This design comes from an exercise in tuning for small area on the open sky130 flow, not from production work.
Only simulation tests tie the RTL to the original design; equivalence was not proved.
No driver is modelled on the clock port, so clock power and skew are understated where the tree is cut down; a real chip needs a root buffer or a tree.

==> v35 <==
==> flow/design.v (excerpt) <==
module Vending_Machine_Controller(
input clk, input reset, input  conf_switch,input i_nickel, input i_dime, input i_quarter,
input sw0, input sw1, input sw2, input sw3,
output reg  oled_Soda, output reg  oled_Chips, output reg  oled_ProteinBar,
output reg  oled_Water,output reg oled_Error,
 output [3:0] o_costMSB, output [3:0] o_costLSB,
 output [3:0] o_moneyMSB, output [3:0] o_moneyLSB,
 output reg [127:0] Page0, output reg [127:0] Page1, output reg [127:0] Page2, output reg [127:0] Page3
    );
==> module Vending_Machine_Controller, before the edit <==
module Vending_Machine_Controller(
input clk, input reset, input  conf_switch,input i_nickel, input i_dime, input i_quarter,
input sw0, input sw1, input sw2, input sw3,
output reg  oled_Soda, output reg  oled_Chips, output reg  oled_ProteinBar,
output reg  oled_Water,output reg oled_Error,
 output [3:0] o_costMSB, output [3:0] o_costLSB,
 output [3:0] o_moneyMSB, output [3:0] o_moneyLSB,
 output reg [127:0] Page0, output reg [127:0] Page1, output reg [127:0] Page2, output reg [127:0] Page3
    );
    localparam [2:0] ZI = 3'd1,   
                     ZB = 3'd6,   
                     ZS = 3'd2,   
                     ZE = 3'd0,   
                     ZX = 3'd4,   
                     ZD = 3'd7,   
                     ZK = 3'd5,   
                     ZC = 3'd3;   
    reg [2:0] z;
    reg nx;
    reg [3:0] r;     
    reg [4:0] md;    
    reg ovf;         
    reg [4:0] cd;    
    assign o_costMSB = cd[4:1];
    assign o_costLSB = {1'b0, cd[0], 1'b0, cd[0]};
    assign o_moneyMSB = md[4:1];
    assign o_moneyLSB = {1'b0, md[0], 1'b0, md[0]};
    wire [3:0] sw = {sw3, sw2, sw1, sw0};
    wire too_much = (sw3 & (sw0 | sw1 | sw2)) | (sw1 & sw2);
    reg [4:0] c;
    always @* begin
        case (sw)
            4'b0001: c = 5'd5;
            4'b0010: c = 5'd10;
            4'b0100: c = 5'd13;
            4'b1000: c = 5'd16;
            4'b0011: c = 5'd15;
            4'b0101: c = 5'd18;
            default: c = 5'd0;
        endcase
    end
    wire [4:0] base = ovf ? 5'd19 : md;
    wire init_br = reset || ((z == ZI || z == ZC) && !nx);
    wire sel_br = (z == ZI && nx) || (z == ZB && !nx) || z == ZS || z == ZE || z == ZX;
    wire disp_br = z == ZB && nx;
    wire first_chg = z == ZD || z == ZK;
    wire [4:0] coin = {3'b000, i_dime, i_nickel} + (i_quarter ? 5'd5 : 5'd0);
    wire [4:0] opnd = sel_br ? coin : ~cd;
    wire [5:0] sum = {1'b0, base} + {1'b0, opnd} + {5'd0, !sel_br};
    wire s_ok = sum <= 6'd19;
    wire short = (sum == 6'd0) || (sum < {1'b0, c});
    wire disc = sw0 & sw2;
    always @(posedge clk) begin
        if (init_br) begin
            z <= ZI;
            nx <= !reset;
            r <= 4'd0;
            md <= 5'd0;
            ovf <= 1'b0;
            cd <= 5'd0;
        end else if (sel_br) begin
            r <= sw;
            if (!too_much) cd <= c;
            if (s_ok) begin
                md <= sum[4:0];
                ovf <= 1'b0;
            end else
                ovf <= 1'b1;
            nx <= 1'b0;
            if (!conf_switch) z <= ZB;
            else if (too_much) z <= ZX;
            else if (short) z <= ZE;
            else if (sw == 4'd0) z <= ZS;
            else begin
                z <= ZB;
                nx <= 1'b1;
            end
        end else if (disp_br) begin
            r <= sw;
            if (disc) cd <= cd - 5'd2;
            z <= disc ? ZK : ZD;
            nx <= 1'b0;
        end else begin
            if (first_chg) begin
                md <= sum[4:0];
                ovf <= 1'b0;
            end
            z <= ZC;
            nx <= |sw;
        end
    end
    localparam [127:0] T0 = "ENEB344         ",
                       T1 = "Vending Machine ",
                       T2 = "Giovanni Argueta",
                       BL = "                ",
                       M0 = "Water:SW3=0     ",
                       M1 = "Chips:SW2=0     ",
                       M2 = "PB:SW1=0DC:SW0=0",
                       BUY = "Buy: SW4=1      ",
                       SEL = "Select a prod   ",
                       ENT = "Enter more money",
                       DES = "Deselect prod(s)",
                       DSP = "....Dipensing...",
                       DIS = "Discount!20c off",
                       H0 = "Here's your     ",
                       H1 = "Change          ",
                       H2 = "Turn off all sws",
                       H3 = "to buy again    ";
    always @* begin
        oled_Water = 1'b0; oled_Chips = 1'b0; oled_ProteinBar = 1'b0; oled_Soda = 1'b0;
        oled_Error = 1'b0;
        case (z)
            ZI: begin
                Page0 = T0; Page1 = T1; Page2 = T2; Page3 = BL;
            end
            ZD, ZK: begin
                Page0 = BL; Page1 = BL; Page2 = DSP; Page3 = (z == ZK) ? DIS : BL;
                {oled_Soda, oled_ProteinBar, oled_Chips, oled_Water} = r;
            end
            ZC: begin
                Page0 = H0; Page1 = H1; Page2 = H2; Page3 = H3;
                {oled_Soda, oled_ProteinBar, oled_Chips, oled_Water} = r;
            end
            default: begin
                Page0 = M0 | {80'd0, 7'd0, r[0], 40'd0};
                Page1 = M1 | {80'd0, 7'd0, r[1], 40'd0};
                Page2 = M2 | {56'd0, 7'd0, r[2], 56'd0, 7'd0, r[3]};
                case (z)
                    ZS: Page3 = SEL;
                    ZE: Page3 = ENT;
                    ZX: Page3 = DES;
                    default: Page3 = BUY;
                endcase
                oled_Error = z != ZB;
            end
        endcase
    end
endmodule
clock: 30.0 ns
lec_check: 0
cap_margin: 0
core_area: 5 5 151 151
die_area: 0 0 156 156
gpl_timing_driven: 0
slew_margin: 0
standard.sh (not shown) runs the stock make flow with config.mk's settings and CLKGATE_MAP_FILE= SYNTH_SCRIPT=/design/flow/synth_recipe.tcl, a recipe that flattens the netlist after the stock synthesis.
==> flow/flow/run.sh <==
#!/bin/bash
# Layout flow: the standard flow (standard.sh) with these changes:
#  - after the standard synthesis, the combinational logic between the
#    registers is re-mapped for area (flow/resynth.tcl, trying the ABC
#    scripts in flow/abc/ and keeping the smallest); registers untouched;
#  - minimum-size port buffers;
#  - global placement not timing-driven (flow/pre_gpl.tcl removes the
#    synthesis buffers, as timing-driven placement would);
#  - the tie cells of constant outputs are paired so that no tie pin is left
#    unused (flow/ties_pair.tcl after floorplan, flow/ties_inv.tcl after
#    global placement);
#  - after global placement, the driver of a net with more than SPLIT_FANOUT
#    loads is duplicated per group of loads (flow/split_fanout.tcl);
#  - after CTS the clock tree is replaced by two buffers on the clock port,
#    each driving the registers near it (flow/clock_groups.tcl).
# Each tool's output goes to a log file of its own in this folder.
set -euo pipefail
F=$(pwd)/flow
R=$(pwd)/orfs/results/$FLOW_PLATFORM/Vending_Machine_Controller/base
LIB=$FLOW_HOME/platforms/$FLOW_PLATFORM/lib/sky130_fd_sc_hd__tt_025C_1v80.lib

bash standard.sh synth > make_synth.log 2>&1
cp $R/1_2_yosys.v std_synth.v
python3 $F/cellmodels.py $LIB cells.v > cellmodels.log 2>&1
RS_LIB=$LIB RS_CELLS=cells.v RS_IN=std_synth.v RS_TOP=$FLOW_TOP \
RS_DONT_USE="sky130_fd_sc_hd__probe_p_8 sky130_fd_sc_hd__probec_p_8 sky130_fd_sc_hd__lpflow_*" \
RS_ABC="$(ls $F/abc/*.abc | tr '\n' ' ')" RS_STAT=resynth_stat.txt RS_OUT=resynth.v \
  yosys -c $F/resynth.tcl > resynth.log 2>&1
cp resynth.v $R/1_2_yosys.v
SPLIT_FANOUT=25 CLOCK_GROUPS=3 CLOCK_GROUP_BUF=sky130_fd_sc_hd__clkbuf_4 bash standard.sh finish \
  "BUFFER_PORTS_ARGS=-buffer_cell sky130_fd_sc_hd__buf_1" \
  "CTS_ARGS=-sink_clustering_enable -repair_clock_nets -buf_list sky130_fd_sc_hd__clkbuf_4 -sink_clustering_size 50 -sink_clustering_max_diameter 400 -dont_use_dummy_load" \
  "PRE_GLOBAL_PLACE_TCL=$F/pre_gpl.tcl" \
  "POST_FLOORPLAN_TCL=$F/ties_pair.tcl" \
  "POST_GLOBAL_PLACE_TCL=$F/post_gpl.tcl" \
  "POST_CTS_TCL=$F/clock_groups.tcl" > make_finish.log 2>&1
==> flow/flow/clock_groups.tcl <==
# After CTS: replace the clock tree by CLOCK_GROUPS buffers (cell
# CLOCK_GROUP_BUF) fed by the clock port, each driving the flip-flops of one
# group; the flip-flops are grouped by position (k-means) and each buffer is
# placed at its group's centre.  The placement is legalised again.
set block [ord::get_db_block]
set k $::env(CLOCK_GROUPS)
set master [[ord::get_db] findMaster $::env(CLOCK_GROUP_BUF)]
set clk_net [[$block findBTerm clk] getNet]
# every clock buffer below the port, and every other clock pin (the sinks)
set bufs {}
set sinks {}
set todo [list $clk_net]
while {[llength $todo]} {
  set n [lindex $todo 0]
  set todo [lrange $todo 1 end]
  foreach it [$n getITerms] {
    if {![$it isInputSignal]} { continue }
    set inst [$it getInst]
    if {[string match "sky130_fd_sc_hd__clkbuf_*" [[$inst getMaster] getName]]} {
      lappend bufs $inst
      lappend todo [[$inst findITerm X] getNet]
    } else {
      lappend sinks $it
    }
  }
}
foreach b $bufs {
  set o [[$b findITerm X] getNet]
  foreach it [$o getITerms] { if {[$it getInst] ne $b} { $it disconnect } }
  odb::dbInst_destroy $b
  odb::dbNet_destroy $o
}
foreach it $sinks { $it disconnect }
# k-means on the sinks' positions, started from the sinks sorted along x
set pts {}
foreach it $sinks {
  set b [[$it getInst] getBBox]
  lappend pts [list [expr {([$b xMin] + [$b xMax]) / 2}] [expr {([$b yMin] + [$b yMax]) / 2}]]
}
set n [llength $pts]
set order [lsort -integer -indices -index 0 [lmap p $pts {lindex $p 0}]]
set cent {}
for {set g 0} {$g < $k} {incr g} {
  lappend cent [lindex $pts [lindex $order [expr {int(($g + 0.5) * $n / $k)}]]]
}
for {set iter 0} {$iter < 50} {incr iter} {
  set assign {}
  foreach p $pts {
    set best 0; set bd 1e30
    for {set g 0} {$g < $k} {incr g} {
      lassign [lindex $cent $g] cx cy
      set d [expr {abs([lindex $p 0] - $cx) + abs([lindex $p 1] - $cy)}]
      if {$d < $bd} { set bd $d; set best $g }
    }
    lappend assign $best
  }
  set new {}
  for {set g 0} {$g < $k} {incr g} {
    set sx 0; set sy 0; set c 0
    foreach p $pts a $assign { if {$a == $g} { set sx [expr {$sx + [lindex $p 0]}]; set sy [expr {$sy + [lindex $p 1]}]; incr c } }
    if {$c} { lappend new [list [expr {$sx / $c}] [expr {$sy / $c}]] } else { lappend new [lindex $cent $g] }
  }
  set cent $new
}
for {set g 0} {$g < $k} {incr g} {
  set buf [odb::dbInst_create $block $master "clkbuf_group_$g"]
  set net [odb::dbNet_create $block "clknet_group_$g"]
  $net setSigType CLOCK
  [$buf findITerm A] connect $clk_net
  [$buf findITerm X] connect $net
  set c 0
  foreach it $sinks a $assign { if {$a == $g} { $it connect $net; incr c } }
  lassign [lindex $cent $g] cx cy
  $buf setLocation [expr {int($cx)}] [expr {int($cy)}]
  $buf setPlacementStatus PLACED
  puts "clock_groups: $buf drives $c clock pins"
}
puts "clock_groups: [llength $bufs] tree buffers replaced by $k"
detailed_placement
check_placement -verbose
==> flow/flow/resynth.tcl <==
# Re-map the combinational logic of the standard synthesis's netlist for area.
# The flip-flops are blackboxes here, so every register keeps its instance,
# name and cell type; only the logic between them is re-synthesised.  Each
# ABC script in RS_ABC is tried in turn and the smallest result is kept.
yosys -import
set lib $::env(RS_LIB)
read_verilog $::env(RS_CELLS)
read_verilog $::env(RS_IN)
hierarchy -top $::env(RS_TOP)
flatten
opt_clean -purge
hierarchy -top $::env(RS_TOP)
read_liberty -lib -ignore_redef $lib
techmap
opt -fast
design -save base
set du {}
foreach c $::env(RS_DONT_USE) { lappend du -dont_use $c }
set best_area 1e30
set best_script ""
foreach script $::env(RS_ABC) {
  design -load base
  abc -liberty $lib {*}$du -script $script
  opt_clean -purge
  tee -q -o rs_try.txt stat -liberty $lib
  set f [open rs_try.txt r]; set txt [read $f]; close $f
  if {![regexp {Chip area for module [^:]*: ([0-9.]+)} $txt -> area]} { continue }
  puts "RESYNTH $script area $area"
  if {$area < $best_area} {
    set best_area $area
    set best_script $script
    design -save best
  }
}
puts "RESYNTH best $best_script area $best_area"
design -load best
setundef -zero
splitnets
opt_clean -purge
hilomap -singleton -hicell sky130_fd_sc_hd__conb_1 HI -locell sky130_fd_sc_hd__conb_1 LO
insbuf -buf sky130_fd_sc_hd__buf_4 A X
opt_clean -purge
check -assert -mapped
tee -o $::env(RS_STAT) stat -liberty $lib
write_verilog -noattr -nohex -nodec $::env(RS_OUT)
Other scripts of this flow, unchanged in this note and not shown: flow/flow/abc/ds0.abc, flow/flow/abc/ds1.abc, flow/flow/abc/ds10.abc, flow/flow/abc/ds11.abc, flow/flow/abc/ds12.abc, flow/flow/abc/ds13.abc, flow/flow/abc/ds14.abc, flow/flow/abc/ds15.abc, flow/flow/abc/ds2.abc, flow/flow/abc/ds3.abc, flow/flow/abc/ds4.abc, flow/flow/abc/ds5.abc, flow/flow/abc/ds6.abc, flow/flow/abc/ds7.abc, flow/flow/abc/ds8.abc, flow/flow/abc/ds9.abc, flow/flow/cellmodels.py, flow/flow/post_gpl.tcl, flow/flow/pre_gpl.tcl, flow/flow/split_fanout.tcl, flow/flow/ties_inv.tcl, flow/flow/ties_pair.tcl
==> v14 (differences from v35) <==
--- a/flow/design.v
+++ b/flow/design.v
@@ -9,15 +9,14 @@
     );
-    localparam [2:0] ZI = 3'd1,   
-                     ZB = 3'd6,   
-                     ZS = 3'd2,   
-                     ZE = 3'd0,   
-                     ZX = 3'd4,   
-                     ZD = 3'd7,   
-                     ZK = 3'd5,   
-                     ZC = 3'd3;   
+    localparam [2:0] ZI = 3'd3,   
+                     ZB = 3'd5,   
+                     ZP = 3'd4,   
+                     ZS = 3'd7,   
+                     ZE = 3'd6,   
+                     ZX = 3'd2,   
+                     ZD = 3'd1,   
+                     ZC = 3'd0;   
     reg [2:0] z;
-    reg nx;
     reg [3:0] r;     
     reg [4:0] md;    
-    reg ovf;         
+    reg ovf;
     reg [4:0] cd;    
@@ -28,2 +27,3 @@
     wire [3:0] sw = {sw3, sw2, sw1, sw0};
+    wire disc = sw0 & sw2;
     wire too_much = (sw3 & (sw0 | sw1 | sw2)) | (sw1 & sw2);
@@ -42,19 +42,23 @@
     wire [4:0] base = ovf ? 5'd19 : md;
-    wire init_br = reset || ((z == ZI || z == ZC) && !nx);
-    wire sel_br = (z == ZI && nx) || (z == ZB && !nx) || z == ZS || z == ZE || z == ZX;
-    wire disp_br = z == ZB && nx;
-    wire first_chg = z == ZD || z == ZK;
+    wire init_br = (z == ZI && ovf) || (z == ZC && !ovf);
+    wire sel_br = (z == ZI && !ovf) || z == ZB || z == ZS || z == ZE || z == ZX;
+    wire disp_br = z == ZP;
+    wire first_chg = z == ZD;
     wire [4:0] coin = {3'b000, i_dime, i_nickel} + (i_quarter ? 5'd5 : 5'd0);
     wire [4:0] opnd = sel_br ? coin : ~cd;
-    wire [5:0] sum = {1'b0, base} + {1'b0, opnd} + {5'd0, !sel_br};
-    wire s_ok = sum <= 6'd19;
-    wire short = (sum == 6'd0) || (sum < {1'b0, c});
-    wire disc = sw0 & sw2;
+    wire [4:0] sum = base + opnd + {4'd0, !sel_br};
+    wire s_ok = !(sum[4] & (sum[3] | sum[2]));
+    wire short = (sum == 5'd0) || (sum < c);
     always @(posedge clk) begin
-        if (init_br) begin
+        if (reset) begin
             z <= ZI;
-            nx <= !reset;
+            ovf <= 1'b1;
             r <= 4'd0;
             md <= 5'd0;
+            cd <= 5'd0;
+        end else if (init_br) begin
+            z <= ZI;
             ovf <= 1'b0;
+            r <= sw;
+            md <= 5'd0;
             cd <= 5'd0;
@@ -68,3 +72,2 @@
                 ovf <= 1'b1;
-            nx <= 1'b0;
             if (!conf_switch) z <= ZB;
@@ -73,18 +76,11 @@
             else if (sw == 4'd0) z <= ZS;
-            else begin
-                z <= ZB;
-                nx <= 1'b1;
-            end
+            else z <= ZP;
         end else if (disp_br) begin
             r <= sw;
-            if (disc) cd <= cd - 5'd2;
-            z <= disc ? ZK : ZD;
-            nx <= 1'b0;
+            if (disc) cd[4:1] <= {cd[4] & cd[1], cd[3] | (cd[4] & ~cd[1]), (cd[3] & cd[2] & cd[1]) | (cd[4] & ~cd[1]), ~cd[1]};
+            z <= ZD;
         end else begin
-            if (first_chg) begin
-                md <= sum[4:0];
-                ovf <= 1'b0;
-            end
+            if (first_chg) md <= sum[4:0];
             z <= ZC;
-            nx <= |sw;
+            ovf <= |sw;
         end
@@ -115,4 +111,4 @@
             end
-            ZD, ZK: begin
-                Page0 = BL; Page1 = BL; Page2 = DSP; Page3 = (z == ZK) ? DIS : BL;
+            ZD: begin
+                Page0 = BL; Page1 = BL; Page2 = DSP; Page3 = (r[0] & r[2]) ? DIS : BL;
                 {oled_Soda, oled_ProteinBar, oled_Chips, oled_Water} = r;
@@ -133,3 +129,3 @@
                 endcase
-                oled_Error = z != ZB;
+                oled_Error = z == ZS || z == ZE || z == ZX;
             end
--- a/flow/flow/run.sh
+++ b/flow/flow/run.sh
@@ -29,4 +29,5 @@
 cp resynth.v $R/1_2_yosys.v
-SPLIT_FANOUT=25 CLOCK_GROUPS=3 CLOCK_GROUP_BUF=sky130_fd_sc_hd__clkbuf_4 bash standard.sh finish \
+SPLIT_FANOUT=25 CLOCK_GROUPS=2 CLOCK_PULL=0.5 CLOCK_GROUP_BUF=sky130_fd_sc_hd__clkbuf_4 bash standard.sh finish \
   "BUFFER_PORTS_ARGS=-buffer_cell sky130_fd_sc_hd__buf_1" \
+  "IO_PLACER_V=met2 met4" \
   "CTS_ARGS=-sink_clustering_enable -repair_clock_nets -buf_list sky130_fd_sc_hd__clkbuf_4 -sink_clustering_size 50 -sink_clustering_max_diameter 400 -dont_use_dummy_load" \
--- a/flow/flow/clock_groups.tcl
+++ b/flow/flow/clock_groups.tcl
@@ -3,3 +3,4 @@
 # group; the flip-flops are grouped by position (k-means) and each buffer is
-# placed at its group's centre.  The placement is legalised again.
+# placed at its group's centre; the group's flip-flops are moved towards it
+# by the fraction CLOCK_PULL.  The placement is legalised again.
 set block [ord::get_db_block]
@@ -73,2 +74,10 @@
   lassign [lindex $cent $g] cx cy
+  # pull the group's flip-flops towards its buffer by CLOCK_PULL (0..1)
+  foreach it $sinks a $assign {
+    if {$a != $g} { continue }
+    set inst [$it getInst]
+    lassign [$inst getLocation] ix iy
+    set f $::env(CLOCK_PULL)
+    $inst setLocation [expr {int($ix + $f * ($cx - $ix))}] [expr {int($iy + $f * ($cy - $iy))}]
+  }
   $buf setLocation [expr {int($cx)}] [expr {int($cy)}]
--- a/flow/flow/resynth.tcl
+++ b/flow/flow/resynth.tcl
@@ -27,2 +27,5 @@
   if {![regexp {Chip area for module [^:]*: ([0-9.]+)} $txt -> area]} { continue }
+  # keep only a fully mapped result
+  set unmapped [string trim [tee -q -s result.string select -list t:\$*]]
+  if {$unmapped ne ""} { puts "RESYNTH $script not fully mapped"; continue }
   puts "RESYNTH $script area $area"
CORE_AREA = 5 5 115 115   (was 5 5 151 151)
DIE_AREA = 0 0 120 120   (was 0 0 156 156)
==> run notes <==
|  | v35 | v14 |
|---|---|---|
| Run status | complete, no violations | complete, no violations |
| Net total in the final layout | 825 | 824 |
| Slew at the pin closest to its max-slew limit | 1.079 ns | 1.041 ns |
| Worst rel slew slack | 27.78% | 30.37% |
| Hold path startpoint | md[3] | r[1] |
| Well-Tap Cells | 275 | 147 |
| Cell at the slowest stage of the critical path | nor2_2 | nor2_1 |
| Total length of routed wires | 14.37 mm | 14.64 mm |
| Die extent in x | 156 um | 120 um |
| Met3 usage in global routing | 1.969% | 3.817% |
| M2 GR Usage | 16.75% | 29.57% |
| Worst clock skew on the final layout | 0.009839 ns | 0.001313 ns |
| WL met3 | 1.420 mm | 1.356 mm |
| Latest clock arrival within the worst-skew pair | 0.15 ns | 0.16 ns |
| Depth of the worst register-to-register path | 27 | 17 |
| Clock Sink Count | 19 | 18 |
No run of this note takes its clock network from TritonCTS; it comes from the design's own scripts or RTL.

==> static timing again, ports no longer ideal <==
The results above use ideal ports. As a check the final layouts listed here were re-extracted and re-timed, cells and wires unchanged.
Step 1 (the two cells are an assumption about what drives the block):
set clk [get_ports {clk}]
set_driving_cell -lib_cell sky130_fd_sc_hd__clkbuf_16 $clk
set_driving_cell -lib_cell sky130_fd_sc_hd__buf_2 [delete_from_list [all_inputs] $clk]
Step 2 times the ports against the registers' clock, not the clock port: input delays grow and output delays shrink by t, the midpoint of the rising clock arrivals with the driver on.
a / b / c = ideal / step 1 / step 2; a / b = the first two.
| run | t, ns | setup slack, ns | worst register clock-pin slew, ns | worst slew at a driven data input, ns | cell pins on the clock port's net |
|---|---|---|---|---|---|
| v35 | 0.184 | 19.262 / 19.220 / 19.404 | 0.08 / 0.08 | 0.04 | 3 |
| v14 | 0.192 | 19.385 / 19.355 / 19.546 | 0.10 / 0.10 | 0.05 | 2 |
After both steps every run listed still meets setup and hold.
